This is an optimization exercise on Yosys and OpenROAD, whose aim is small area, not a production implementation.
Only simulation tests tie the RTL to the original design; equivalence was not proved.
Power is estimated from default activity; no workload was simulated.

**flow/constraint.sdc**
```tcl
create_clock -name core_clock -period 12.0 [get_ports {clock}]
set_input_delay 2.4000 -clock core_clock [delete_from_list [all_inputs] [get_ports {clock}]]
set_output_delay 2.4000 -clock core_clock [all_outputs]
set_load 0.01 [all_outputs]
```
**flow/design.v**
```verilog
module mips_top (
		clock,
		reset,
		instr_data,
		me_ExtMemRdData,
		instr_addr,
		instr_en,
		me_ExtMemWrData,
		me_ExtMemAddr,
		me_ExtMemWrEn,
		me_ExtMemRdEn
	    );
input 		clock;
input		reset;
input  [31:0]	instr_data;
input  [31:0]	me_ExtMemRdData;
output [31:0]	instr_addr;
output		instr_en;
output		me_ExtMemWrEn;
output		me_ExtMemRdEn;
output [31:0]	me_ExtMemWrData;
output [31:0]	me_ExtMemAddr;
reg  [31:0]	PCReg;
reg		id_RegWriteSel;		 
reg		id_MemRd;		 
reg		id_MemWr;		 
reg  [31:0]	id_PC;			 
reg  [31:0]	id_OpA;			 
reg  [31:0]	id_OpB;			 
reg		id_LdA;			 
reg		id_LdB;			 
reg  [15:0]	id_Imm;
reg  [4:0]	id_RegDest;
reg  [1:0]	id_BSel;		 
reg		id_Sub;
reg		id_Right;
reg		id_SelSum, id_SelShL, id_SelShR, id_SelSlt;
reg  [3:0]	id_Lutn;		 
reg		ex_RegWriteSel;
reg		ex_MemRd;
reg		ex_MemWr;
reg  [31:0]	ex_ALUOut;
reg  [31:0]	ex_OpB;
reg  [4:0]	ex_RegDest;
reg		me_RegWriteSel;
reg		me_MemRegSel;
reg  [4:0]	me_RegDest;
reg  [31:0]	me_ByData;
reg  [31:0]	rf [0:31];
wire [1023:0]	rf_flat;
 genvar gf;
 generate
	for (gf = 0; gf < 32; gf = gf + 1) begin : rff
	    assign rf_flat[gf*32 +: 32] = rf[gf];
	end
 endgenerate
wire [31:0]	wd;
wire		wdRd = !reset && me_MemRegSel;
wire		wdBy = !reset && !me_MemRegSel;
 genvar gw;
 generate
	for (gw = 0; gw < 32; gw = gw + 1) begin : wdm
	    c_ao2 W (.a1(wdRd), .a2(me_ExtMemRdData[gw]), .b1(wdBy), .b2(me_ByData[gw]), .y(wd[gw]));
	end
 endgenerate
wire [31:0]	instr  = instr_data;
wire [5:0]	OpCode = instr[31:26];
wire [4:0]	RS     = instr[25:21];
wire [4:0]	RTraw  = instr[20:16];
wire [4:0]	RD     = instr[15:11];
wire [5:0]	Funct  = instr[5:0];
wire [15:0]	Imm    = instr[15:0];
wire		opR    = (OpCode == 6'h00);
wire		opJAL  = (OpCode == 6'h03);
wire		opJ    = (OpCode[5:1] == 5'b00001);
wire		opF    = (OpCode[5:2] == 4'b0100);
wire		opI    = !(opR || opJ || opF);
wire [4:0]	RT     = RTraw | {5{opJAL}};
wire		rt0    = (RTraw == 5'd0);
wire		opBEQ  = (OpCode == 6'h04);
wire		opBNE  = (OpCode == 6'h05);
wire		opBLEZ = (OpCode == 6'h06) && rt0;
wire		opBGTZ = (OpCode == 6'h07) && rt0;
wire		opB01  = (OpCode == 6'h01) && (RTraw[4:1] == 4'd0);
wire		JR     = opR && (Funct == 6'h08);
wire		BranchInstr = opBEQ || opBNE || opBLEZ || opBGTZ || opB01;
wire		RegDep = BranchInstr || JR;
wire		JBInstr = BranchInstr || opJ || JR;
wire		MemRd  = (OpCode == 6'h23) || (OpCode == 6'h24) || (OpCode == 6'h25);
wire		MemWr  = (OpCode == 6'h28) || (OpCode == 6'h29) || (OpCode == 6'h2B);
wire		RegWriteEn = !(MemWr || JBInstr) || opJAL;
wire [4:0]	RegDest = opR ? RD : RT;
wire		opZX   = (OpCode == 6'h0C) || (OpCode == 6'h0D);
wire		opLUI  = (OpCode == 6'h0F);
wire [1:0]	BSel   = !opI ? 2'd0 : opLUI ? 2'd3 : opZX ? 2'd2 : 2'd1;
wire		aADD = (opR && (Funct == 6'h20 || Funct == 6'h21))
		     || OpCode == 6'h08 || OpCode == 6'h09
		     || OpCode == 6'h23 || OpCode == 6'h2B;
wire		aSUB = opR && (Funct == 6'h22 || Funct == 6'h23);
wire		aAND = (opR && Funct == 6'h24) || OpCode == 6'h0C;
wire		aOR  = (opR && Funct == 6'h25) || OpCode == 6'h0D;
wire		aNOR = opR && Funct == 6'h27;
wire		aSLT = (opR && (Funct == 6'h2A || Funct == 6'h2B))
		     || OpCode == 6'h0A || OpCode == 6'h0B;
wire		aSLL = opR && Funct == 6'h00;
wire		aSRL = opR && Funct == 6'h02;
wire		selSum = aADD || aSUB;
wire		selShL = aSLL;
wire		selShR = aSRL;
wire		selSlt = aSLT;
wire		aPASS = !(aADD || aSUB || aAND || aOR || aNOR || aSLT || aSLL || aSRL);
wire [3:0]	lut  = aAND ? 4'b1000 : aOR ? 4'b1110 : aNOR ? 4'b0001
		     : aPASS ? 4'b1010 : 4'b0000;
wire		Sub  = aSUB || aSLT;
wire [31:0]	ALUOut;
wire [31:0]	PCp4;
wire		wbA = me_RegWriteSel && (me_RegDest == RS);
wire		wbB = me_RegWriteSel && (me_RegDest == RT);
wire		idA = id_RegWriteSel && ((id_RegDest == RS) || (!RegDep && id_RegDest == RegDest));
wire		exA = ex_RegWriteSel && (ex_RegDest == RS);
wire		idB = id_RegWriteSel && (id_RegDest == RT);
wire		exB = ex_RegWriteSel && (ex_RegDest == RT);
wire		sA_id = idA && !JR;
wire		sA_ex = !sA_id && exA && !ex_MemRd && !JR;
wire		sA_wb = !sA_id && !sA_ex && wbA;
wire		sA_rf = !sA_id && !sA_ex && !wbA;
wire		op67 = (OpCode[5:1] == 5'b00011);
wire		sB_id = idB && !op67;
wire		sB_ex = !idB && exB && !ex_MemRd && !op67;
wire		sB_pc = !sB_id && !sB_ex && opJAL;
wire		sB_wb = !sB_id && !sB_ex && !opJAL && wbB && !op67;
wire		sB_rf = !sB_id && !sB_ex && !opJAL && !wbB && !op67;
wire		LdA  = !idA && exA && ex_MemRd;
wire		LdB  = !idB && exB && ex_MemRd;
wire [35:0]	selA, selB;
 genvar g;
 generate
	for (g = 0; g < 32; g = g + 1) begin : dec
	    assign selA[g] = sA_rf && (RS == g);
	    assign selB[g] = sB_rf && (RT == g);
	end
 endgenerate
assign selA[35:32] = {1'b0, sA_ex, sA_id, sA_wb};	 
assign selB[35:32] = {sB_pc, sB_ex, sB_id, sB_wb};
wire [31:0]	FwdA, FwdB;
 rf_port35 portA (.rf(rf_flat), .wb(wd), .idv(ALUOut), .exv(ex_ALUOut),
		.sel(selA[34:0]), .out(FwdA));
 rf_port portB (.rf(rf_flat), .wb(wd), .idv(ALUOut), .exv(ex_ALUOut), .xv(PCp4),
		.sel(selB), .out(FwdB));
wire [31:0]	RFOutA = FwdA;
wire		eqAB = (FwdA == FwdB);
wire		Taken = ((opBEQ || opBLEZ) && eqAB) || ((opBNE || opBGTZ) && !eqAB);
wire		stall1 = id_MemRd && (id_RegDest == RS || id_RegDest == RT);
wire		stall2 = ex_MemRd && RegDep && (ex_RegDest == RS || ex_RegDest == RT);
wire		stall  = stall1 || stall2;
wire		sH = !reset && stall;
wire		sG = !reset && !stall;
wire		sB = sG && Taken;
wire		sJ = sG && opJ;
wire		sR = sG && JR;
wire		sP = sG && !Taken && !opJ && !JR;
wire [31:0]	PCNext;
 pcu PCU (.PC(PCReg), .idPC(id_PC), .jt(instr[25:0]), .FwdA(FwdA),
	  .sH(sH), .sB(sB), .sJ(sJ), .sR(sR), .sP(sP), .PCNext(PCNext), .PCp4(PCp4));
 always @(posedge clock)
	PCReg <= PCNext;
 always @(posedge clock)
	if (reset) begin
	    id_RegWriteSel <= 0;
	    id_MemRd       <= 0;
	    id_MemWr       <= 0;
	    id_PC          <= 32'd0;
	end else begin
	    id_RegWriteSel <= RegWriteEn && !stall;
	    id_MemRd       <= MemRd && !stall;
	    id_MemWr       <= MemWr && !stall;
	    id_PC          <= PCReg;
	end
 always @(posedge clock) begin
	id_OpA     <= FwdA;
	id_OpB     <= FwdB;
	id_LdA     <= LdA;
	id_LdB     <= LdB;
	id_Imm     <= Imm;
	id_RegDest <= RegDest;
	id_BSel    <= BSel;
	id_Sub     <= Sub;
	id_Right   <= aSRL;
	id_SelSum  <= selSum;
	id_SelShL  <= selShL;
	id_SelShR  <= selShR;
	id_SelSlt  <= selSlt;
	id_Lutn    <= ~lut;
 end
wire [31:0]	OpBp;
 alu ALU (.id_OpA(id_OpA), .id_OpB(id_OpB), .rd(me_ExtMemRdData), .LdA(id_LdA), .LdB(id_LdB),
	  .BSel(id_BSel), .Imm(id_Imm), .Sub(id_Sub), .Right(id_Right),
	  .selSum(id_SelSum), .selShL(id_SelShL), .selShR(id_SelShR), .selSlt(id_SelSlt),
	  .lutn(id_Lutn), .ALUOut(ALUOut), .OpBp(OpBp));
 always @(posedge clock)
	if (reset) begin
	    ex_RegWriteSel <= 0;
	    ex_MemRd       <= 0;
	    ex_MemWr       <= 0;
	end else begin
	    ex_RegWriteSel <= id_RegWriteSel;
	    ex_MemRd       <= id_MemRd;
	    ex_MemWr       <= id_MemWr;
	end
 always @(posedge clock) begin
	ex_ALUOut  <= ALUOut;
	ex_OpB     <= OpBp;
	ex_RegDest <= id_RegDest;
 end
 always @(posedge clock)
	if (reset)
	    me_RegWriteSel <= 0;
	else
	    me_RegWriteSel <= ex_RegWriteSel;
 always @(posedge clock) begin
	me_MemRegSel <= ex_MemRd;
	me_RegDest   <= ex_RegDest;
	me_ByData    <= ex_ALUOut;
 end
 generate
	for (g = 0; g < 32; g = g + 1) begin : rfw
	    always @(posedge clock)
		if (reset || (me_RegWriteSel && me_RegDest == g))
		    rf[g] <= wd;
	end
 endgenerate
assign instr_addr      = PCReg;
assign instr_en        = !stall;
assign me_ExtMemAddr   = ex_ALUOut;
assign me_ExtMemWrData = ex_OpB;
assign me_ExtMemWrEn   = ex_MemWr;
assign me_ExtMemRdEn   = ex_MemRd;
endmodule
module rf_port (rf, wb, idv, exv, xv, sel, out);
input  [1023:0]	rf;
input  [31:0]	wb, idv, exv, xv;
input  [35:0]	sel;
output [31:0]	out;
 genvar b, r;
 generate
	for (b = 0; b < 32; b = b + 1) begin : bt
	    wire [35:0] d;
	    for (r = 0; r < 32; r = r + 1) begin : row
		assign d[r] = rf[r*32 + b];
	    end
	    assign d[35:32] = {xv[b], exv[b], idv[b], wb[b]};
	    ao36 u (.d(d), .s(sel), .y(out[b]));
	end
 endgenerate
endmodule
module rf_port35 (rf, wb, idv, exv, sel, out);
input  [1023:0]	rf;
input  [31:0]	wb, idv, exv;
input  [34:0]	sel;
output [31:0]	out;
 genvar b, r;
 generate
	for (b = 0; b < 32; b = b + 1) begin : bt
	    wire [34:0] d;
	    for (r = 0; r < 32; r = r + 1) begin : row
		assign d[r] = rf[r*32 + b];
	    end
	    assign d[34:32] = {exv[b], idv[b], wb[b]};
	    ao35 u (.d(d), .s(sel), .y(out[b]));
	end
 endgenerate
endmodule
module ao35 (d, s, y);
input  [34:0]	d;
input  [34:0]	s;
output		y;
wire   [11:0]	t;
 genvar k;
 generate
	for (k = 0; k < 11; k = k + 1) begin : g
	    aoi222 u (.a1(d[3*k]), .a2(s[3*k]), .b1(d[3*k+1]), .b2(s[3*k+1]),
		      .c1(d[3*k+2]), .c2(s[3*k+2]), .y(t[k]));
	end
 endgenerate
assign t[11] = ~((d[33] & s[33]) | (d[34] & s[34]));
assign y = ~&t;
endmodule
module ao36 (d, s, y);
input  [35:0]	d;
input  [35:0]	s;
output		y;
wire   [11:0]	t;
 genvar k;
 generate
	for (k = 0; k < 12; k = k + 1) begin : g
	    aoi222 u (.a1(d[3*k]), .a2(s[3*k]), .b1(d[3*k+1]), .b2(s[3*k+1]),
		      .c1(d[3*k+2]), .c2(s[3*k+2]), .y(t[k]));
	end
 endgenerate
assign y = ~&t;
endmodule
module aoi222 (a1, a2, b1, b2, c1, c2, y);
input  a1, a2, b1, b2, c1, c2;
output y;
assign y = ~((a1 & a2) | (b1 & b2) | (c1 & c2));
endmodule
module alu (id_OpA, id_OpB, rd, LdA, LdB, BSel, Imm, Sub, Right,
	    selSum, selShL, selShR, selSlt, lutn, ALUOut, OpBp);
input  [31:0]	id_OpA, id_OpB, rd;
input		LdA, LdB;
input  [1:0]	BSel;
input  [15:0]	Imm;
input		Sub, Right, selSum, selShL, selShR, selSlt;
input  [3:0]	lutn;
output [31:0]	ALUOut, OpBp;
wire [31:0]	OpA, OpB, Sum, ShL;
wire		Less;
 opsel OPS (.id_OpA(id_OpA), .id_OpB(id_OpB), .rd(rd), .LdA(LdA), .LdB(LdB),
	    .BSel(BSel), .Imm(Imm), .OpA(OpA), .OpBp(OpBp), .OpB(OpB));
 adder ADD (.a(OpA), .b(OpB), .sub(Sub), .sum(Sum), .less(Less));
 shifter SH (.a(OpA), .right(Right), .sh(Imm[10:6]), .y(ShL));
 genvar i;
 generate
	for (i = 0; i < 32; i = i + 1) begin : rb
	    wire lgn, ao;
	    c_mx4 LG (.a0(lutn[0]), .a1(lutn[1]), .a2(lutn[2]), .a3(lutn[3]),
		      .s0(OpB[i]), .s1(OpA[i]), .y(lgn));
	    aoi222 AO (.a1(selSum), .a2(Sum[i]), .b1(selShL), .b2(ShL[i]),
		       .c1(selShR), .c2(ShL[31-i]), .y(ao));
	    if (i == 0) begin : b0
		wire sl;
		c_nd2 SL (.a(selSlt), .b(Less), .y(sl));
		c_nd3 O (.a(ao), .b(lgn), .c(sl), .y(ALUOut[i]));
	    end else begin : bn
		c_nd2 O (.a(ao), .b(lgn), .y(ALUOut[i]));
	    end
	end
 endgenerate
endmodule
module opsel (id_OpA, id_OpB, rd, LdA, LdB, BSel, Imm, OpA, OpBp, OpB);
input  [31:0]	id_OpA, id_OpB, rd;
input		LdA, LdB;
input  [1:0]	BSel;		 
input  [15:0]	Imm;
output [31:0]	OpA, OpBp, OpB;
wire		nLdA = !LdA;
wire		nLdB = !LdB;
wire		sR = (BSel == 2'd0);		 
wire		sI = (BSel == 2'd1) || (BSel == 2'd2);	 
wire		sS = (BSel == 2'd1);		 
wire		sU = (BSel == 2'd3);		 
 genvar i;
 generate
	for (i = 0; i < 32; i = i + 1) begin : b
	    c_ao2 A (.a1(LdA), .a2(rd[i]), .b1(nLdA), .b2(id_OpA[i]), .y(OpA[i]));
	    c_ao2 B (.a1(LdB), .a2(rd[i]), .b1(nLdB), .b2(id_OpB[i]), .y(OpBp[i]));
	    if (i < 16) begin : lo
		c_ao2 S (.a1(sR), .a2(OpBp[i]), .b1(sI), .b2(Imm[i]), .y(OpB[i]));
	    end else begin : hi
		c_ao3 S (.a1(sR), .a2(OpBp[i]), .b1(sU), .b2(Imm[i-16]), .c1(sS), .c2(Imm[15]), .y(OpB[i]));
	    end
	end
 endgenerate
endmodule
module c_ao2 (a1, a2, b1, b2, y);
input a1, a2, b1, b2; output y;
assign y = (a1 & a2) | (b1 & b2);
endmodule
module adder (a, b, sub, sum, less);
input  [31:0]	a, b;
input		sub;
output [31:0]	sum;
output		less;
wire [31:0] bb = b ^ {32{sub}};
wire [32:0] g0, p0;
assign g0[0] = sub; assign p0[0] = 1'b0;
assign g0[32:1] = a & bb; assign p0[32:1] = a ^ bb;
reg [32:0] G, P; integer l, i;
always @* begin
  G = g0; P = p0;
  for (l = 1; l < 33; l = l * 2) begin
    for (i = 2*l - 1; i < 33; i = i + 2*l) begin
      G[i] = G[i] | (P[i] & G[i-l]);
      P[i] = P[i] & P[i-l];
    end
  end
  for (l = 16; l >= 1; l = l / 2) begin
    for (i = 3*l - 1; i < 33; i = i + 2*l) begin
      G[i] = G[i] | (P[i] & G[i-l]);
      P[i] = P[i] & P[i-l];
    end
  end
end
assign sum = p0[32:1] ^ G[31:0];
assign less = !G[32];
endmodule
module shifter (a, right, sh, y);
input  [31:0]	a;
input		right;
input  [4:0]	sh;
output [31:0]	y;
wire   [31:0]	l0, l1, l2, l3, l4, l5;
wire		sh1n, sh3n;
 c_inv I1 (.a(sh[1]), .y(sh1n));
 c_inv I3 (.a(sh[3]), .y(sh3n));
 genvar i;
 generate
	for (i = 0; i < 32; i = i + 1) begin : s
	    c_mx2i R (.a0(a[i]), .a1(a[31-i]), .s(right), .y(l0[i]));
	    if (i >= 1) begin : m1 c_mx2i M (.a0(l0[i]), .a1(l0[i-1]), .s(sh[0]), .y(l1[i])); end
	    else        begin : z1 c_nr2  Z (.a(l0[i]), .b(sh[0]), .y(l1[i])); end
	    if (i >= 2) begin : m2 c_mx2i M (.a0(l1[i]), .a1(l1[i-2]), .s(sh[1]), .y(l2[i])); end
	    else        begin : z2 c_nd2  Z (.a(l1[i]), .b(sh1n), .y(l2[i])); end
	    if (i >= 4) begin : m3 c_mx2i M (.a0(l2[i]), .a1(l2[i-4]), .s(sh[2]), .y(l3[i])); end
	    else        begin : z3 c_nr2  Z (.a(l2[i]), .b(sh[2]), .y(l3[i])); end
	    if (i >= 8) begin : m4 c_mx2i M (.a0(l3[i]), .a1(l3[i-8]), .s(sh[3]), .y(l4[i])); end
	    else        begin : z4 c_nd2  Z (.a(l3[i]), .b(sh3n), .y(l4[i])); end
	    if (i >= 16) begin : m5 c_mx2i M (.a0(l4[i]), .a1(l4[i-16]), .s(sh[4]), .y(l5[i])); end
	    else         begin : z5 c_nr2  Z (.a(l4[i]), .b(sh[4]), .y(l5[i])); end
	end
 endgenerate
assign y = l5;
endmodule
module c_inv (a, y);
input a; output y;
assign y = ~a;
endmodule
module c_nd2 (a, b, y);
input a, b; output y;
assign y = ~(a & b);
endmodule
module c_nr2 (a, b, y);
input a, b; output y;
assign y = ~(a | b);
endmodule
module c_nd3 (a, b, c, y);
input a, b, c; output y;
assign y = ~(a & b & c);
endmodule
module c_mx2i (a0, a1, s, y);
input a0, a1, s; output y;
assign y = ~(s ? a1 : a0);
endmodule
module c_mx4 (a0, a1, a2, a3, s0, s1, y);
input a0, a1, a2, a3, s0, s1; output y;
assign y = s1 ? (s0 ? a3 : a2) : (s0 ? a1 : a0);
endmodule
module pcu (PC, idPC, jt, FwdA, sH, sB, sJ, sR, sP, PCNext, PCp4);
input  [31:0]	PC, idPC, FwdA;
input  [25:0]	jt;		 
input		sH, sB, sJ, sR, sP;
output [31:0]	PCNext, PCp4;
wire [31:0]	inc_c;
wire [31:17]	hi1;
assign PCp4[1:0] = PC[1:0];
 c_inv PI (.a(PC[2]), .y(PCp4[2]));
assign inc_c[3] = PC[2];
 c_inv HI (.a(PC[17]), .y(hi1[17]));
assign inc_c[18] = PC[17];
 genvar i;
 generate
	for (i = 3; i < 17; i = i + 1) begin : pinc
	    if (i < 16) begin : h
		c_ha H (.a(PC[i]), .b(inc_c[i]), .s(PCp4[i]), .c(inc_c[i+1]));
	    end else begin : x
		c_xr2 X (.a(PC[i]), .b(inc_c[i]), .y(PCp4[i]));
	    end
	end
	for (i = 18; i < 32; i = i + 1) begin : hinc
	    if (i < 31) begin : h
		c_ha H (.a(PC[i]), .b(inc_c[i]), .s(hi1[i]), .c(inc_c[i+1]));
	    end else begin : x
		c_xr2 X (.a(PC[i]), .b(inc_c[i]), .y(hi1[i]));
	    end
	end
 endgenerate
wire		lo1 = &PC[16:2];
wire		nlo1 = !lo1;
 generate
	for (i = 17; i < 32; i = i + 1) begin : hsel
	    c_ao2 M (.a1(lo1), .a2(hi1[i]), .b1(nlo1), .b2(PC[i]), .y(PCp4[i]));
	end
 endgenerate
wire [18:2]	bc;
wire [17:2]	BA;
 c_xn2 B2S (.a(idPC[2]), .b(jt[0]), .y(BA[2]));
 c_or2 B2C (.a(idPC[2]), .b(jt[0]), .y(bc[3]));
 generate
	for (i = 3; i < 18; i = i + 1) begin : badd
	    c_fa F (.a(idPC[i]), .b(jt[i-2]), .ci(bc[i]), .s(BA[i]), .co(bc[i+1]));
	end
 endgenerate
wire [31:18]	U = idPC[31:18];
wire [31:18]	Ui, Ud;
wire [32:18]	ic, nb;		 
 c_inv UI (.a(U[18]), .y(Ui[18]));
 c_inv UD (.a(U[18]), .y(Ud[18]));
assign ic[19] = U[18];
assign nb[19] = U[18];
 generate
	for (i = 19; i < 32; i = i + 1) begin : ud
	    c_ha H (.a(U[i]), .b(ic[i]), .s(Ui[i]), .c(ic[i+1]));
	    c_xn2 D (.a(U[i]), .b(nb[i]), .y(Ud[i]));
	    c_or2 DB (.a(U[i]), .b(nb[i]), .y(nb[i+1]));
	end
 endgenerate
wire		s  = jt[15];
wire		c18 = bc[18];
wire		sBU = sB && (s == c18);
wire		sBI = sB && !s && c18;
wire		sBD = sB && s && !c18;
wire		sHP = sH || sP;
wire		sBUJ = sBU || sJ;
 generate
	for (i = 0; i < 32; i = i + 1) begin : nx
	    if (i < 2) begin : lo
		c_ao3 A (.a1(sHP), .a2(PC[i]), .b1(sB), .b2(idPC[i]), .c1(sR), .c2(FwdA[i]),
			 .y(PCNext[i]));
	    end else if (i < 18) begin : ba
		c_ao5 A (.a1(sH), .a2(PC[i]), .b1(sB), .b2(BA[i]), .c1(sJ), .c2(jt[i-2]),
			 .d1(sR), .d2(FwdA[i]), .e1(sP), .e2(PCp4[i]), .y(PCNext[i]));
	    end else if (i < 28) begin : up
		c_ao7 A (.a1(sH), .a2(PC[i]), .b1(sBU), .b2(U[i]), .c1(sBI), .c2(Ui[i]),
			 .d1(sBD), .d2(Ud[i]), .e1(sJ), .e2(jt[i-2]),
			 .f1(sR), .f2(FwdA[i]), .g1(sP), .g2(PCp4[i]), .y(PCNext[i]));
	    end else begin : hi
		c_ao6 A (.a1(sH), .a2(PC[i]), .b1(sBUJ), .b2(U[i]), .c1(sBI), .c2(Ui[i]),
			 .d1(sBD), .d2(Ud[i]), .e1(sR), .e2(FwdA[i]), .f1(sP), .f2(PCp4[i]),
			 .y(PCNext[i]));
	    end
	end
 endgenerate
endmodule
module c_ha (a, b, s, c);
input a, b; output s, c;
assign s = a ^ b;
assign c = a & b;
endmodule
module c_fa (a, b, ci, s, co);
input a, b, ci; output s, co;
assign s  = a ^ b ^ ci;
assign co = (a & b) | (ci & (a ^ b));
endmodule
module c_xr2 (a, b, y);
input a, b; output y;
assign y = a ^ b;
endmodule
module c_xn2 (a, b, y);
input a, b; output y;
assign y = ~(a ^ b);
endmodule
module c_or2 (a, b, y);
input a, b; output y;
assign y = a | b;
endmodule
module c_ao3 (a1, a2, b1, b2, c1, c2, y);
input a1, a2, b1, b2, c1, c2; output y;
assign y = (a1 & a2) | (b1 & b2) | (c1 & c2);
endmodule
module c_ao5 (a1, a2, b1, b2, c1, c2, d1, d2, e1, e2, y);
input a1, a2, b1, b2, c1, c2, d1, d2, e1, e2; output y;
assign y = (a1 & a2) | (b1 & b2) | (c1 & c2) | (d1 & d2) | (e1 & e2);
endmodule
module c_ao6 (a1, a2, b1, b2, c1, c2, d1, d2, e1, e2, f1, f2, y);
input a1, a2, b1, b2, c1, c2, d1, d2, e1, e2, f1, f2; output y;
assign y = (a1 & a2) | (b1 & b2) | (c1 & c2) | (d1 & d2) | (e1 & e2) | (f1 & f2);
endmodule
module c_ao7 (a1, a2, b1, b2, c1, c2, d1, d2, e1, e2, f1, f2, g1, g2, y);
input a1, a2, b1, b2, c1, c2, d1, d2, e1, e2, f1, f2, g1, g2; output y;
assign y = (a1 & a2) | (b1 & b2) | (c1 & c2) | (d1 & d2) | (e1 & e2) | (f1 & f2) | (g1 & g2);
endmodule
```
**flow/standard.sh**
```bash
#!/bin/bash
# synth_recipe.tcl (not shown) runs the flow's synth.tcl, then flattens the netlist and writes it again
# the make line also repeats each setting of config.mk as NAME=value (left out here)
make -C /OpenROAD-flow-scripts/flow DESIGN_CONFIG=/design/flow/config.mk WORK_HOME=/design/flow/orfs CLKGATE_MAP_FILE= SYNTH_SCRIPT=/design/flow/synth_recipe.tcl "${@:-finish}"
```
**flow/flow/run.sh**
```bash
#!/bin/bash
# Standard layout (the standard.sh) with two changes: the ports are
# buffered with the smallest buffer, and the clock tree uses larger sink
# clusters and no dummy loads.  Make's full output goes to flow_make.log;
# each ORFS step also keeps its own log under orfs/logs.
set -euo pipefail
bash standard.sh \
  BUFFER_PORTS_ARGS="-buffer_cell sky130_fd_sc_hd__buf_1" \
  CTS_ARGS="-sink_clustering_enable -repair_clock_nets -sink_clustering_size 26 -sink_clustering_max_diameter 90 -buf_list {sky130_fd_sc_hd__clkbuf_8 sky130_fd_sc_hd__clkbuf_16} -dont_use_dummy_load" \
  finish > flow_make.log 2>&1
```
**flow/config.mk**
```make
export PLATFORM = sky130hd
export DESIGN_NAME = mips_top
export DESIGN_NICKNAME = mips_top
export VERILOG_FILES = /design/flow/design.v
export SDC_FILE = /design/flow/constraint.sdc
export NUM_CORES = 4
export LEC_CHECK = 0
export CAP_MARGIN = 20
export CORE_MARGIN = 2
export CORE_UTILIZATION = 45
export PLACE_DENSITY = 0.68
export SLEW_MARGIN = 20
export SYNTH_HIERARCHICAL = 1
```
==> out/qor.yml, run 1 <==
startpoint: "instr_data[31]"
r2r_slack_ns: 2.38
drtPass1Iterations: 17
combPwrFrac_pct: 16.2
maxCapViolCount: 0
fin_worst_skew_ns: 0.0612
rsz0062_at_grt: "no"
start_util_pct: 45.5
syn_area_per_cell_um2: 15.3
peakVddDrop_mv: 0.107
crit_path_end_kind: "register"
grt_max_degree: 58
p_int_uw: 6670
portBuffers: 164
ctsRootBufferMaster: "clkbuf_16"
nNetsFinal: 4205
leakagePower_uw: 0.0219
finalCriticalPeriod_ns: 10.74
die_h_um: 358
clk_pin_slew_worst_paths_ns: 0.11
cts_resized: 0
die_w_um: 358
drcViolationCount: 0
synth_most_common_cell: "edfxtp_1"
yosys_warnings: 9
fmaxAchievable_mhz: 93.1
setup_tns_ns: 0
synthesis.area_um2: 56500
postPlaceCellArea_um2: 60600
pin_count: 165
finalCritPeriodShare_pct: 89.5
hp-class: "reg2reg"
cts_tree: "done"
synth_top_area_share_pct: 54.4
final-hold-violation-count: 0
max_slew_margin_pct: 13.5
tightest_slew_ns: 1.30
core_um2: 124000
max_stage_delay_ns: 0.98
clk_latency_ns: 0.72
ys_top_cells_by_area: "edfxtp_1 (54%), a222oi_1 (14%), dfxtp_1 (9.8%)"
cellPowerDensity_nw_per_um2: 152
synth_edf_count: 1024
synth_async_sr_flop_share_pct: 0
drtIter0Drc: 13300
critPathRequiredTime_ns: 12.66
switchingPower_uw: 2750
cts_buffer_depth: 3
wl_per_cell_um: 40.7
dieArea_um2: 128000
swShare_pct: 29.2
hold_buffers: 0
placementRows: 129
syn-num-nets: 3869
yosysSeqAreaShare_pct: 64.2
detail-route-antenna-nets: 0
syn_inst: 3700
status: "complete, no violations"
crit_fanout: 18
r2r-start: "id_BSel[0]$_SDFF_PP0_"
grt_pass1_vias: 41100
synth.distinct_cells: 84
crit_arrival_ns: 11.39
cts_buffers: 58
setup_violations: 0
antenna_found_initial: 17
synth.ff_latch_count: 1300
synth_area_leader_cell: "edfxtp_1"
drive_gt1_share_pct: 9.89
viasPerCell: 7.92
wirelength_um: 231000
start_kind: "input pin"
dp_hpwl_um: 153000
pwr-share-seq_pct: 60.0
path_cells: "buf_1, nor4_4, nand2_2, nor4_2, a211o_1, or4_1, o2111ai_1, buf_4, nor2_2, buf_4, a222oi_1, nand4_1, or4_1, xor2_1, nor4_1, nand4_1, nor2_1, xnor2_1, nor4_2, and3b_1, a22oi_1, nand3_1"
grt_overflow: 0
routabilityCongestion: 1.03
synthFlopType: "edfxtp_1"
grt_pass1_wl_um: 316000
cts.sinks: 1300
synthTopCellsByCount: "edfxtp_1 (1024), a222oi_1 (812), dfxtp_1 (276)"
slew_viol_final: 0
cts_max_level: 2
p_clk_share_pct: 23.8
worst_path_max_delay_cell: "nor4_4"
cts_post_setup_buffers_inserted: 0
min_from: "ex_ALUOut[31]$_DFF_P_"
grt_use_total_pct: 34.6
worstSetupPathType: "in2reg"
syn2layout_area_growth_pct: 10.0
design_area_um2: 62100
num_vias: 44900
==> metrics by stage <==
| step | worst slack [ns] | total power, uW | cells | hold WS [ns] | util, % |
|---|---|---|---|---|---|
| after floorplan | 1.58 | 6460 | 3700 | 0.329 | - |
| after global placement | 1.06 | 7160 | 5609 | 0.406 | 48.8 |
| after detailed placement | 1.31 | 7190 | 5611 | 0.403 | 48.9 |
| after CTS | 2.02 | 9320 | 5669 | 0.408 | 50.0 |
| after global routing | 1.21 | 9620 | 5673 | 0.405 | 50.1 |
| final | 1.26 | 9430 | 5673 | 0.401 | 50.1 |
==> per-module statistics from Yosys, one instance, submodules excluded, a selection <==
module,flops+latches,area [um^2],cells inside,copies in the design
c_mx4,0,22.5,1,32
mips_top,1300,39400,1812,1
c_nr2,0,3.75,1,21
c_ha,0,12.5,1,39
c_ao2,0,8.76,1,127
aoi222,0,10.0,1,768
c_nd2,0,3.75,1,42
c_xn2,0,8.76,1,14
ao36,0,25.0,4,32
adder,0,1670,197,1
==> metal layers <==
metal,share of wire [%],GRT usage (%),vias to the layer above
met5,0.087,0.481,-
met2,44,52.7,4444
li1,-,-,17600
met1,34,45.7,22200
met3,17,11.0,637
met4,5.4,14.5,18
==> state kept, by name, indices dropped and copies added, names as in the netlist, 16 cells and up <==
name	cells
me_ByData	32
id_OpA	32
id_OpB	32
ex_OpB	32
rf	1024
id_PC	32
id_Imm	16
PCReg	32
ex_ALUOut	32
==> path summary, 6_finish.rpt <==
path | end | depth (start not counted)
worst max-delay path | PCReg[28]$_DFF_P_ | 22
worst max register to register | PCReg[28]$_DFF_P_ | 28
worst min-delay path | me_ByData[31]$_DFF_P_ | 0
worst min register to register | me_ByData[31]$_DFF_P_ | 0
==> worst max-delay path, delay by kind of cell <==
kind                      cells  cell delay (ns)
AOI/OAI and AO/OA             4             0.82
xor gates and xnor gates      2             0.26
buffers and inverters         3             0.96
and+or+nand+nor              13             6.91
==> kinds of logic (layout without fill, tap and decap cells) <==
| family | Yosys count | count (layout) | synth area share (%) |
|---|---|---|---|
| other | 0 | 2 | 0 |
| AND/OR/NAND/NOR | 713 | 713 | 6.95 |
| adder cells (fa/ha/maj) | 103 | 103 | 2.69 |
| AO/OA/AOI/OAI | 1148 | 1148 | 19.1 |
| XOR/XNOR | 120 | 120 | 1.86 |
| flip-flops | 1300 | 1300 | 64.2 |
| buffers and inverters | 120 | 454 | 1.01 |
| multiplexers | 196 | 196 | 4.19 |
==> layout make-up <==
| cell class | count | area (um^2) |
|---|---|---|
| Clock buffer | 58 | 1450 |
| Sequential cell | 1300 | 36300 |
| Antenna cell | 2 | 5.00 |
| Timing Repair Buffer | 329 | 1870 |
| Multi-Input combinational cell | 2280 | 20200 |
| Inverter | 67 | 251 |
| Fill cell | 10400 | 62000 |
| Tap cell | 1637 | 2050 |
==> cell usage in the layout, fill, tap and decap left out, types with 5 or more instances in the layout <==
cell and count:
dfxtp_2 7, nor3_2 33, nand3_1 75, dfxtp_1 269, nor2_2 22, a31oi_1 6, a21oi_1 33, nor2b_1 46
a22o_1 144, nand2_1 113, and3_1 5, nand4_1 170, mux4_2 32, or3_1 38, o22ai_1 5, nor2_1 72
o21ai_4 12, xor2_1 91, o2111ai_1 5, and2_1 7, ha_1 72, nand2b_1 11, mux2i_1 162, inv_1 64
a22o_2 15, buf_1 163, edfxtp_1 1024, buf_4 161, nor3_1 13, clkbuf_16 58, xnor2_1 29, o21ai_0 11
a22oi_1 50, nor4_2 12, a222oi_1 812, or2_1 13, a21o_1 7, nor4_1 9, fa_1 31, or4_1 36
==> power groups by stage <==
stage,clock network (uW),registers [uW],logic (uW)
finish,2250,5660,1530
global route,2370,5690,1570
CTS,2230,5640,1450
detailed placement,0,5740,1450
global placement,0,5720,1440
floorplan,0,5680,779
==> run 2: changes to the inputs <==
--- a/flow/config.mk
+++ b/flow/config.mk
@@ -9,4 +9,4 @@
 export CORE_MARGIN = 2
-export CORE_UTILIZATION = 45
-export PLACE_DENSITY = 0.68
+export CORE_UTILIZATION = 52
+export PLACE_DENSITY = 0.72
 export SLEW_MARGIN = 20
==> run 2 against run 1 <==
  * Register-to-register slack got worse by 0.07 ns
  * Sequential power barely moved
  * Largest cell class unchanged
  * Still clean
  * Worst hold slack improved by 0.0031 ns
  * Critical path depth did not move
  * Count of clock-buffer cells in the layout did not move
==> out/qor.yml, run 2 <==
worst_hold_path.endpoint: "me_ByData[15]$_DFF_P_"
r2r_cells: 30
setup_tns_ns: 0
grt_overflow: 0
min_from: "ex_ALUOut[15]$_DFF_P_"
syn_inst: 3700
synth_top_area_share_pct: 54.4
cts_buffer_depth: 3
yosysSeqAreaShare_pct: 64.2
final-hold-violation-count: 0
dieArea_um2: 111000
synth_edf_count: 1024
wl_per_cell_um: 42.0
critPathRequiredTime_ns: 12.63
max_stage_delay_ns: 0.96
cts_post_setup_buffers_inserted: 0
grt_pass1_vias: 41800
synthMuxAreaShare_pct: 4.19
start_kind: "input pin"
synthFlopType: "edfxtp_1"
yosys_warnings: 9
cts_resized: 0
nNetsFinal: 4207
synth_fa_ha_area_share_pct: 2.69
die_w_um: 334
cts_tree: "done"
clk_latency_ns: 0.74
path_cells: "buf_1, nor4_4, nand2_2, nor4_2, a21oi_1, nor2_1, o21ai_2, nor4_2, buf_4, a222oi_1, nand4_1, or4_1, xor2_1, nor4_1, nand4_1, nor2_1, xnor2_1, o211ai_1, nor3_2, buf_4, a22oi_1, nand3_1"
ctsRootBufferMaster: "clkbuf_16"
drcViolationCount: 0
post-route-util_pct: 57.6
holdPathStages: 0
worstSetupPathType: "in2reg"
die_h_um: 334
rsz0062_at_grt: "no"
final_cell_mix: "edfxtp_1 (1024), a222oi_1 (812), dfxtp_1 (271), nand4_1 (170), buf_4 (165)"
wirelength_um: 228000
drtPass1Iterations: 22
fin_ws_ns: 1.13
finalCriticalPeriod_ns: 10.87
cts.sinks: 1300
fin_cells: 5442
synth_compound_area_share_pct: 19.1
drtIter0Drc: 14300
place_ws_ns: 0.953
r2r_slack_ns: 2.31
cts_max_level: 2
synth_most_common_cell: "edfxtp_1"
leakagePower_uw: 0.0219
worst_path_max_delay_cell: "nor4_2"
yosys.area_share.simple_pct: 6.95
setup_violations: 0
synth_top_family_by_area: "compound AO/OA/AOI/OAI gates"
synth_async_sr_flop_share_pct: 0
placementRows: 120
synthTopCellsByCount: "edfxtp_1 (1024), a222oi_1 (812), dfxtp_1 (276)"
synthesis.area_um2: 56500
rr_endpoint: "PCReg[19]$_DFF_P_"
hold_buffers: 0
num_vias: 45500
syn_area_per_cell_um2: 15.3
syn-num-nets: 3869
crit_arrival_ns: 11.49
grt_max_degree: 65
slew_viol_final: 0
dp_hpwl_um: 149000
cellPowerDensity_nw_per_um2: 152
design_area_um2: 61800
synth.distinct_cells: 84
start_util_pct: 52.6
peakVddDrop_mv: 0.122
viasPerCell: 8.36
crit_path_end_kind: "register"
syn2layout_area_growth_pct: 9.48
routabilityCongestion: 1.03
cts_buffers: 58
crit_fanout: 18
status: "complete, no violations"
maxCapViolCount: 0
ys_top_cells_by_area: "edfxtp_1 (54%), a222oi_1 (14%), dfxtp_1 (9.8%)"
top_register: "rf"
portBuffers: 164
tightest_slew_ns: 1.41
synth_area_leader_cell: "edfxtp_1"
postPlaceCellArea_um2: 60300
max_slew_margin_pct: 6.17
detail-route-antenna-nets: 0
clk_pin_slew_worst_paths_ns: 0.11
grt_pass1_wl_um: 316000
hp-class: "reg2reg"
drive_gt1_share_pct: 9.74
pin_count: 165
largest_reg_flops: 1024
synth.ff_latch_count: 1300
dp.cells: 5379
core_um2: 107000
finalCritPeriodShare_pct: 90.6
fmaxAchievable_mhz: 92.0
layout_commonest_cell: "edfxtp_1"
antenna_found_initial: 12
fin_worst_skew_ns: 0.0605
synth_xor_area_share_pct: 1.86
r2r-start: "id_LdB$_DFF_P_"
grt_use_total_pct: 39.6
-- run 2: where the power goes --
part           switching (uW)  internal, uW  leakage [uW]
Sequential                265          5390        0.0128
Combinational            1100           426       0.00847
Clock                    1370           862      0.000715
Total                    2740          6670        0.0219
-- run 2: critical path, delay by kind of cell --
family | cells | cell delay, ns
AO/OA/AOI/OAI | 5 | 1.04
XOR/XNOR | 2 | 0.33
buffers and inverters | 3 | 1.06
AND/OR/NAND/NOR | 12 | 6.61
-- run 2: cells by family after synthesis --
family / after synthesis
xor+xnor: 120
simple gates: 713
mux: 196
buf+inv: 120
fa+ha+maj: 103
flops: 1300
compound gates: 1148
-- run 2: final cells by class --
class                      instances  area, um^2
sequential                      1300       36300
tap                             1403        1760
clock buffer                      58        1450
antenna                            3        7.51
fill                            8435       45500
timing repair buffer             331        1870
inverter                          67         251
multi-input combinational       2280       20200
-- run 2: routing by layer --
layer / vias up / GRT usage [%] / wire length, um
met5: - / 0 / 102
met4: 14 / 17.4 / 13700
met3: 740 / 15.6 / 41500
met2: 4706 / 59.4 / 98400
met1: 22400 / 50.8 / 74700
li1: 17600 / - / -
-- run 2: metrics by stage --
step / power (uW) / hold slack, ns
global placement: 7130 / 0.381
global route: 9590 / 0.412
floorplan: 6460 / 0.329
CTS: 9290 / 0.401
finish: 9410 / 0.404
detailed placement: 7170 / 0.387
-- run 2: how the worst max path moves through the flow --
stage,from,to,cells past startpoint
2_1_floorplan,instr_data[31],PCReg[18]$_DFF_P_,23
3_3_place_gp,instr_data[31],PCReg[18]$_DFF_P_,22
3_5_place_dp,instr_data[31],PCReg[23]$_DFF_P_,22
4_1_cts,instr_data[31],PCReg[21]$_DFF_P_,22
5_1_grt,instr_data[31],PCReg[19]$_DFF_P_,22
6_report,instr_data[31],PCReg[19]$_DFF_P_,22
-- run 2: modules after synthesis (local to each module, per instance), a selection --
module    times used  flip-flops and latches  cell area [um^2]  cells inside
opsel              1                       0              52.6             7
c_nr2             21                       0              3.75             1
c_mx2i           161                       0              10.0             1
c_nd3              1                       0              5.00             1
ao36              32                       0              25.0             4
c_or2             13                       0              6.26             1
c_ao6              4                       0              27.5             4
aoi222           768                       0              10.0             1
mips_top           1                    1300             39400          1812
c_xn2             14                       0              8.76             1
c_ha              39                       0              12.5             1
c_nd2             42                       0              3.75             1
adder              1                       0              1670           197
pcu                1                       0              97.6            15
==> run 3: changes to the inputs <==
--- a/flow/flow/run.sh
+++ b/flow/flow/run.sh
@@ -8,3 +8,3 @@
   BUFFER_PORTS_ARGS="-buffer_cell sky130_fd_sc_hd__buf_1" \
-  CTS_ARGS="-sink_clustering_enable -repair_clock_nets -sink_clustering_size 26 -sink_clustering_max_diameter 90 -buf_list {sky130_fd_sc_hd__clkbuf_8 sky130_fd_sc_hd__clkbuf_16} -dont_use_dummy_load" \
+  CTS_ARGS="-sink_clustering_enable -repair_clock_nets -sink_clustering_size 28 -sink_clustering_max_diameter 90 -buf_list {sky130_fd_sc_hd__clkbuf_8 sky130_fd_sc_hd__clkbuf_16} -dont_use_dummy_load" \
   finish > flow_make.log 2>&1
--- a/flow/config.mk
+++ b/flow/config.mk
@@ -7,7 +7,7 @@
 export LEC_CHECK = 0
-export CAP_MARGIN = 20
+export CAP_MARGIN = 12
 export CORE_MARGIN = 2
-export CORE_UTILIZATION = 52
-export PLACE_DENSITY = 0.72
-export SLEW_MARGIN = 20
+export CORE_UTILIZATION = 32
+export PLACE_DENSITY = 0.5
+export SLEW_MARGIN = 12
 export SYNTH_HIERARCHICAL = 1
==> run 3 against run 2 <==
  * Still clean
  * Sequential cell count stayed put
  * Synthesized cell count unchanged
  * Non-clock buffer count increased by 32
  * Combinational power is essentially flat
  * Critical path depth unchanged
  * Area after synthesis is the same
  * Final area up 2.4%
  * Critical endpoint is now PCReg[20]$_DFF_P_
  * Highest routed layer unchanged
==> out/qor.yml, run 3 <==
status: "complete, no violations"
synth_top_area_share_pct: 54.4
syn-num-nets: 3869
setup_violations: 0
yosys.area_share.simple_pct: 6.95
fin_ws_ns: 0.815
clk_latency_ns: 0.74
synthMuxAreaShare_pct: 4.19
design_area_um2: 63300
grt_overflow: 0
synth_fa_ha_area_share_pct: 2.69
core_um2: 176000
num_vias: 45100
max_stage_delay_ns: 1.05
die_w_um: 424
start_kind: "input pin"
cts_max_level: 2
synthTopCellsByCount: "edfxtp_1 (1024), a222oi_1 (812), dfxtp_1 (276)"
final-hold-violation-count: 0
postPlaceCellArea_um2: 61800
crit_top_cell: "nand4_1"
slew_viol_final: 0
grt_pass1_vias: 41500
tightest_slew_ns: 1.32
synth_xor_area_share_pct: 1.86
syn_inst: 3700
syn2layout_area_growth_pct: 12.1
crit_path_end_kind: "register"
dp_hpwl_um: 177000
grt.busiest_layer: "met2"
multi_input_area_um2: 20300
rsz0062_at_grt: "no"
synth_most_common_cell: "edfxtp_1"
worstSetupPathType: "in2reg"
wl_per_cell_um: 40.7
syn_area_per_cell_um2: 15.3
ys_top_cells_by_area: "edfxtp_1 (54%), a222oi_1 (14%), dfxtp_1 (9.8%)"
finalCritPeriodShare_pct: 93.2
fin_worst_skew_ns: 0.0978
synth_area_leader_cell: "edfxtp_1"
synth_compound_area_share_pct: 19.1
cts_post_setup_buffers_inserted: 0
nNetsFinal: 4238
portBuffers: 164
die_h_um: 424
antenna_found_initial: 20
cts_tree: "done"
wirelength_um: 261000
cts.sinks: 1300
final_cell_mix: "edfxtp_1 (1024), a222oi_1 (812), dfxtp_1 (271), buf_4 (194), nand4_1 (170)"
finalCriticalPeriod_ns: 11.18
worst_path_max_delay_cell: "o2111ai_1"
dieArea_um2: 180000
top_register: "rf"
use_met1_pct: 36.4
routabilityCongestion: 0.989
hp-class: "reg2reg"
place_ws_ns: 0.301
layout_commonest_cell: "edfxtp_1"
cts_buffer_depth: 3
cellPowerDensity_nw_per_um2: 150
synth.distinct_cells: 84
yosysSeqAreaShare_pct: 64.2
maxCapViolCount: 0
synth_edf_count: 1024
leakagePower_uw: 0.0221
grt_max_degree: 65
setup_tns_ns: 0
synth.ff_latch_count: 1300
regArea_um2: 36300
synth_async_sr_flop_share_pct: 0
fmaxAchievable_mhz: 89.4
largest_reg_flops: 1024
max_slew_margin_pct: 11.7
critPathRequiredTime_ns: 12.59
peakVddDrop_mv: 0.143
viasPerCell: 7.04
drive_gt1_share_pct: 10.7
ctsRootBufferMaster: "clkbuf_16"
post-route-util_pct: 36.0
start_util_pct: 32.1
drtPass1Iterations: 15
path_cells: "buf_1, nor4_4, a21oi_1, o221ai_1, nand4_1, or4_1, o2111ai_1, nor2_2, buf_4, a222oi_1, nand4_1, or4_1, xor2_1, nor4_1, nand4_1, nor2_1, xnor2_1, o211ai_1, nor3_2, buf_12, a22oi_1, nand3_1"
grt_use_total_pct: 27.7
detail-route-antenna-nets: 0
use_met3_pct: 7.88
clk_pin_slew_worst_paths_ns: 0.11
drtIter0Drc: 12300
grt_use_met2_pct: 43.1
yosys_warnings: 9
cts_resized: 0
crit_arrival_ns: 11.77
synthFlopType: "edfxtp_1"
fill_cells: 16800
synth_top_family_by_area: "compound AO/OA/AOI/OAI gates"
hold_buffers: 0
placementRows: 154
drcViolationCount: 0
pin_count: 165
cts_buffers: 57
grt_pass1_wl_um: 352000
crit_fanout: 31
synthesis.area_um2: 56500
run 3: changes by cell type in the layout (fill, tap and decap cells not counted), moves of 3 or more:
cell and delta:
nand2_1 -12, nor2_2 -3, buf_12 +3, buf_4 +29, nand2_2 +12, nor2_4 +3
run 3: per-module statistics from Yosys (local to each module, per instance), a selection:
| module | cell area, um^2 | copies in the design | cells |
|---|---|---|---|
| c_ao7 | 30.0 | 10 | 4 |
| c_ao6 | 27.5 | 4 | 4 |
| c_mx4 | 22.5 | 32 | 1 |
| c_ao3 | 13.8 | 18 | 2 |
| c_ha | 12.5 | 39 | 1 |
| c_xn2 | 8.76 | 14 | 1 |
| c_inv | 3.75 | 6 | 1 |
| c_nd2 | 3.75 | 42 | 1 |
| c_nr2 | 3.75 | 21 | 1 |
run 3: worst max-delay path: cells and delay by family:
family / cells / cell delay, ns
xor+xnor: 2 / 0.37
simple gates: 11 / 5.23
buf+inv: 3 / 0.79
compound gates: 6 / 2.90
run 3: power breakdown:
| group | total [uW] | switching [uW] | internal, uW |
|---|---|---|---|
| combinational | 1560 | 1130 | 427 |
| sequential | 5650 | 267 | 5390 |
| clock | 2280 | 1430 | 849 |
run 3: worst paths after layout:
kind / from / end / slack, ns / cells after the start
worst max-delay path: instr_data[31] / PCReg[20]$_DFF_P_ / 0.82 / 22
worst min-delay path: id_RegDest[2]$_DFF_P_ / ex_RegDest[2]$_DFF_P_ / 0.41 / 0
worst max register to register: id_LdB$_DFF_P_ / PCReg[20]$_DFF_P_ / 2.13 / 27
worst min register to register: id_RegDest[2]$_DFF_P_ / ex_RegDest[2]$_DFF_P_ / 0.41 / 0
run 3: per-stage QoR:
step | hold WS [ns] | power [uW] | instances
finish | 0.414 | 9490 | 6412
global route | 0.402 | 9730 | 6408
CTS | 0.406 | 9440 | 6405
detailed placement | 0.392 | 7250 | 6348
global placement | 0.385 | 7240 | 6348
floorplan | 0.329 | 6460 | 3700
run 3: cells by family (layout without fill, tap and decap cells):
family,count (synthesis),after routing
buf+inv,120,487
other cells,0,5
simple gates,713,713
xor+xnor,120,120
fa+ha+maj,103,103
flops,1300,1300
mux,196,196
compound gates,1148,1148
run 3: per-layer routing:
metal  up-vias  share of wire [%]  routed length [um]
met5         -              0.024                  62
met4        10                5.0               13100
met3       489                 13               34200
met2      3629                 44              116000
met1     23300                 37               97400
li1      17700                  -                   -
run 3: cell type report:
| type | count | share of cell area [%] |
|---|---|---|
| tap | 2340 | 4.62 |
| clock buffer | 57 | 2.25 |
| inverter | 67 | 0.397 |
| antenna | 5 | 0.0198 |
| sequential | 1300 | 57.3 |
| timing repair buffer | 363 | 3.39 |
| multi-input combinational | 2280 | 32.0 |

[what the ideal ports hide]
The results above use ideal ports. As a check the final layouts listed here were re-extracted and re-timed, cells and wires unchanged.
Step 1: set_driving_cell puts a clkbuf_16 on clock and a buf_2 on each other input, an assumption about the parent block.
Step 2 moves the port delays by t, midway between the first and last clock arrival at a register: inputs arrive t later, outputs are due t later. That takes back most of the time a late clock gives input paths.
Three values: ideal, step 1, step 2; two values: the first two.
| run | t (ns) | slack for setup (ns) | hold WS [ns] | worst slew at a driven data input, ns | cell pins on the clock port's net |
|---|---|---|---|---|---|
| run 1 | 0.782 | 1.264 / 1.321 / 0.538 | 0.401 / 0.401 / 0.401 | 0.05 | 1 |
| run 2 | 0.782 | 1.132 / 1.185 / 0.402 | 0.404 / 0.404 / 0.404 | 0.11 | 1 |
| run 3 | 0.787 | 0.815 / 0.883 / 0.096 | 0.414 / 0.414 / 0.414 | 0.16 | 1 |
After both steps every run listed still meets setup and hold. The setup slack of run 2, which loses most, moves by +0.053 ns with the drivers and by -0.730 ns with both steps.
